This design comes from an exercise in tuning for small area and a short achievable clock period on the open sky130 flow, not from production work. Function was checked by simulation only, so behaviour that the tests miss may differ from the original. No activity file was given, so power comes from the tool's default toggle rates.

## single_cycle
module single_cycle (
    input  logic        i_clk,
    input  logic        i_reset,
    input  logic [31:0] i_io_sw,
    input  logic [31:0] i_inst,
    output logic [31:0] o_io_ledr,
    output logic [31:0] o_io_ledg,
    output logic [31:0] o_io_lcd,
    output logic [6:0]  o_io_hex0,
    output logic [6:0]  o_io_hex1,
    output logic [6:0]  o_io_hex2,
    output logic [6:0]  o_io_hex3,
    output logic [6:0]  o_io_hex4,
    output logic [6:0]  o_io_hex5,
    output logic [6:0]  o_io_hex6,
    output logic [6:0]  o_io_hex7,
    output logic [31:0] o_pc_debug,
    output logic        o_insn_vld
);
Settings: LEC_CHECK=0, CAP_MARGIN=20, CORE_MARGIN=2, CORE_UTILIZATION=40, CTS_BUF_LIST=sky130_fd_sc_hd__clkbuf_16, CTS_CLUSTER_DIAMETER=60, CTS_CLUSTER_SIZE=20, SLEW_MARGIN=20, TNS_END_PERCENT=0; clock period 33.0 ns.
standard.sh (not shown) runs the stock make flow with config.mk's settings and CLKGATE_MAP_FILE= SYNTH_SCRIPT=/design/flow/synth_recipe.tcl, a recipe that flattens the netlist after the stock synthesis.
==> flow/flow/run.sh <==
#!/bin/bash
# The standard layout (standard.sh) with these differences:
#  - synthesis leaves full adders to ABC (ADDER_MAP_FILE empty), so ABC sees the multiplier's
#    carry-save tree as logic and maps the whole path for delay; registers are unchanged;
#  - every input and output port still gets its own buffer, but a buf_1 instead of a delay cell
#    (repair upsizes the ones on critical paths);
#  - CTS with clkbuf_16 leaves of at most 20 sinks, without dummy loads;
#  - repair_timing aims for more setup slack than the 33 ns clock needs (19.2 ns up to CTS,
#    19.3 ns after global routing), so critical paths get sized and buffered.
# The clock period and the SDC are the design's.
set -euo pipefail
CTS="-sink_clustering_enable -repair_clock_nets -dont_use_dummy_load -buf_list sky130_fd_sc_hd__clkbuf_16 -sink_clustering_size 20 -sink_clustering_max_diameter 60"
PORTS="-inputs -outputs -buffer_cell sky130_fd_sc_hd__buf_1"
bash standard.sh ADDER_MAP_FILE= "BUFFER_PORTS_ARGS=$PORTS" "CTS_ARGS=$CTS" SETUP_SLACK_MARGIN=19.2 cts > standard_flow_cts.log 2>&1
bash standard.sh ADDER_MAP_FILE= "BUFFER_PORTS_ARGS=$PORTS" "CTS_ARGS=$CTS" SETUP_SLACK_MARGIN=19.3 finish > standard_flow_finish.log 2>&1
The starting point finished clean.
==> next run, changes <==
==> flow/run.sh (new file) <==
#!/bin/bash
# synth_recipe.tcl (not shown) runs the flow's synth.tcl, then flattens the netlist and writes it again
# the make line also repeats each setting of config.mk as NAME=value (left out here)
make -C /OpenROAD-flow-scripts/flow DESIGN_CONFIG=/design/flow/config.mk WORK_HOME=/design/flow/orfs CLKGATE_MAP_FILE= SYNTH_SCRIPT=/design/flow/synth_recipe.tcl finish
Settings changed: CORE_UTILIZATION 40 to 35, SETUP_SLACK_MARGIN set to 5.
removed: flow/flow/run.sh
removed: flow/standard.sh
The changed run finished with timing, DRC and antenna clean. Power goes up by 6.2%. Worst setup slack is worse by 4000 ps. Global-route usage goes down by 4.5 points. Synthesized area goes up by 0.81%. Synthesized cell count goes up by 2.3%. Utilization goes down by 5.9 points. Cell count goes up by 4.8%. Clock skew goes down by 63 ps. Register-to-register slack is worse by 2400 ps. Cell area hardly moves. Die area goes up by 15%.
==> next run, changes <==
==> flow/flow/run.sh (new file) <==
#!/bin/bash
# The standard layout (standard.sh) with these differences:
#  - synthesis leaves full adders to ABC (ADDER_MAP_FILE empty), so ABC sees the multiplier's
#    carry-save tree as logic and maps the whole path for delay; registers are unchanged;
#  - every input and output port still gets its own buffer, but a buf_1 instead of a delay cell
#    (repair upsizes the ones on critical paths);
#  - CTS with clkbuf_16 leaves of at most 20 sinks, without dummy loads;
#  - repair_timing aims for more setup slack than the 33 ns clock needs (19 ns up to CTS,
#    19.4 ns after global routing), so critical paths get sized and buffered.
# The clock period and the SDC are the design's.
set -euo pipefail
CTS="-sink_clustering_enable -repair_clock_nets -dont_use_dummy_load -buf_list sky130_fd_sc_hd__clkbuf_16 -sink_clustering_size 20 -sink_clustering_max_diameter 60"
PORTS="-inputs -outputs -buffer_cell sky130_fd_sc_hd__buf_1"
bash standard.sh ADDER_MAP_FILE= "BUFFER_PORTS_ARGS=$PORTS" "CTS_ARGS=$CTS" SETUP_SLACK_MARGIN=19 cts > standard_flow_cts.log 2>&1
bash standard.sh ADDER_MAP_FILE= "BUFFER_PORTS_ARGS=$PORTS" "CTS_ARGS=$CTS" SETUP_SLACK_MARGIN=19.4 finish > standard_flow_finish.log 2>&1
==> flow/standard.sh (new file) <==
#!/bin/bash
# synth_recipe.tcl (not shown) runs the flow's synth.tcl, then flattens the netlist and writes it again
# the make line also repeats each setting of config.mk as NAME=value (left out here)
make -C /OpenROAD-flow-scripts/flow DESIGN_CONFIG=/design/flow/config.mk WORK_HOME=/design/flow/orfs CLKGATE_MAP_FILE= SYNTH_SCRIPT=/design/flow/synth_recipe.tcl "${@:-finish}"
Settings changed: CORE_UTILIZATION 35 to 40, SETUP_SLACK_MARGIN 5 to unset.
removed: flow/run.sh
=>
- The new run ran to the end with no violations
- global-route usage came out higher by 4.5 points
- design area hardly moves
- via count came out lower by 2.4%
- synthesized cell count came out lower by 2.3%
- maximum frequency came out higher by 28%
- flip-flop and latch count is unchanged
- total power came out lower by 5.8%
==> next run, changes <==
--- a/flow/flow/run.sh
+++ b/flow/flow/run.sh
@@ -7,5 +7,5 @@
 #  - CTS with clkbuf_16 leaves of at most 20 sinks, without dummy loads;
 #  - repair_timing aims for more setup slack than the 33 ns clock needs (19 ns up to CTS,
-#    19.4 ns after global routing), so critical paths get sized and buffered.
+#    19.1 ns after global routing), so critical paths get sized and buffered.
 # The clock period and the SDC are the design's.
 set -euo pipefail
@@ -13,3 +13,3 @@
 PORTS="-inputs -outputs -buffer_cell sky130_fd_sc_hd__buf_1"
 bash standard.sh ADDER_MAP_FILE= "BUFFER_PORTS_ARGS=$PORTS" "CTS_ARGS=$CTS" SETUP_SLACK_MARGIN=19 cts > standard_flow_cts.log 2>&1
-bash standard.sh ADDER_MAP_FILE= "BUFFER_PORTS_ARGS=$PORTS" "CTS_ARGS=$CTS" SETUP_SLACK_MARGIN=19.4 finish > standard_flow_finish.log 2>&1
+bash standard.sh ADDER_MAP_FILE= "BUFFER_PORTS_ARGS=$PORTS" "CTS_ARGS=$CTS" SETUP_SLACK_MARGIN=19.1 finish > standard_flow_finish.log 2>&1
Outcome: Synthesized area is unchanged. Power does not change. Clock power hardly moves. Worst hold slack stays the same. Setup slack does not change. Count of clock-buffer cells in the layout stays the same.
==> next run, changes <==
==> flow/flow/run.sh (replaced) <==
#!/bin/bash
# The standard layout (standard.sh) with these differences:
#  - synthesis leaves full adders to ABC (ADDER_MAP_FILE empty), so ABC sees the multiplier's
#    carry-save tree as logic and maps the whole path for delay; registers are unchanged;
#  - every input and output port still gets its own buffer, but a buf_1 instead of a delay cell
#    (repair upsizes the ones on critical paths);
#  - CTS with clkbuf_16 leaves of at most 25 sinks, without dummy loads;
#  - repair_timing aims for more setup slack than the 33 ns clock needs (19 ns up to CTS,
#    18.9 ns after global routing), so critical paths get sized and buffered.
# The clock period and the SDC are the design's.
set -euo pipefail
CTS="-sink_clustering_enable -repair_clock_nets -dont_use_dummy_load -buf_list sky130_fd_sc_hd__clkbuf_16 -sink_clustering_size 25 -sink_clustering_max_diameter 60"
PORTS="-inputs -outputs -buffer_cell sky130_fd_sc_hd__buf_1"
bash standard.sh ADDER_MAP_FILE= "BUFFER_PORTS_ARGS=$PORTS" "CTS_ARGS=$CTS" SETUP_SLACK_MARGIN=19 cts > standard_flow_cts.log 2>&1
bash standard.sh ADDER_MAP_FILE= "BUFFER_PORTS_ARGS=$PORTS" "CTS_ARGS=$CTS" SETUP_SLACK_MARGIN=18.9 finish > standard_flow_finish.log 2>&1
Settings changed: CTS_CLUSTER_SIZE 20 to 25.
=>
- via count grows by 0.46%
- final area stays flat
- fmax shrinks by 0.64%
- non-clock buffer count shrinks by 12

[static timing again, ports no longer ideal]
The results above use ideal ports. As a check the final layouts listed here were re-extracted and re-timed, cells and wires unchanged. Step 1 sets driving cells, clkbuf_16 on the clock port and buf_2 on the other inputs (assumed; they add their load-dependent delay and slew). Step 2 adds t to the input delays and takes it off the output delays; t is the mean of the earliest and latest rising clock arrival at the registers after step 1. Input paths then give back, and output paths get back, about the clock's delay inside the block. Slacks: no drivers / after step 1 / after step 2; pairs: no drivers / after step 1.
run | t (ns) | setup WS [ns] | hold slack, ns | slew at the worst register clock pin (ns) | worst slew at a driven data input, ns
the first run | 1.012 | 18.546 / 18.611 / 17.622 | 0.479 / 0.479 / 0.479 | 0.09 / 0.09 | 0.21
the second run | 1.046 | 14.515 / 14.612 / 13.566 | 0.482 / 0.482 / 0.482 | 0.09 / 0.09 | 0.27
the third run | 1.012 | 18.546 / 18.611 / 17.622 | 0.479 / 0.479 / 0.479 | 0.09 / 0.09 | 0.21
the fourth run | 1.012 | 18.546 / 18.611 / 17.622 | 0.479 / 0.479 / 0.479 | 0.09 / 0.09 | 0.21
the fifth run | 0.996 | 18.453 / 18.522 / 17.526 | 0.480 / 0.480 / 0.480 | 0.10 / 0.10 | 0.20
After both steps every run listed still meets setup and hold. The setup slack of the second run, which loses most, moves by +0.097 ns with the drivers and by -0.949 ns with both steps.
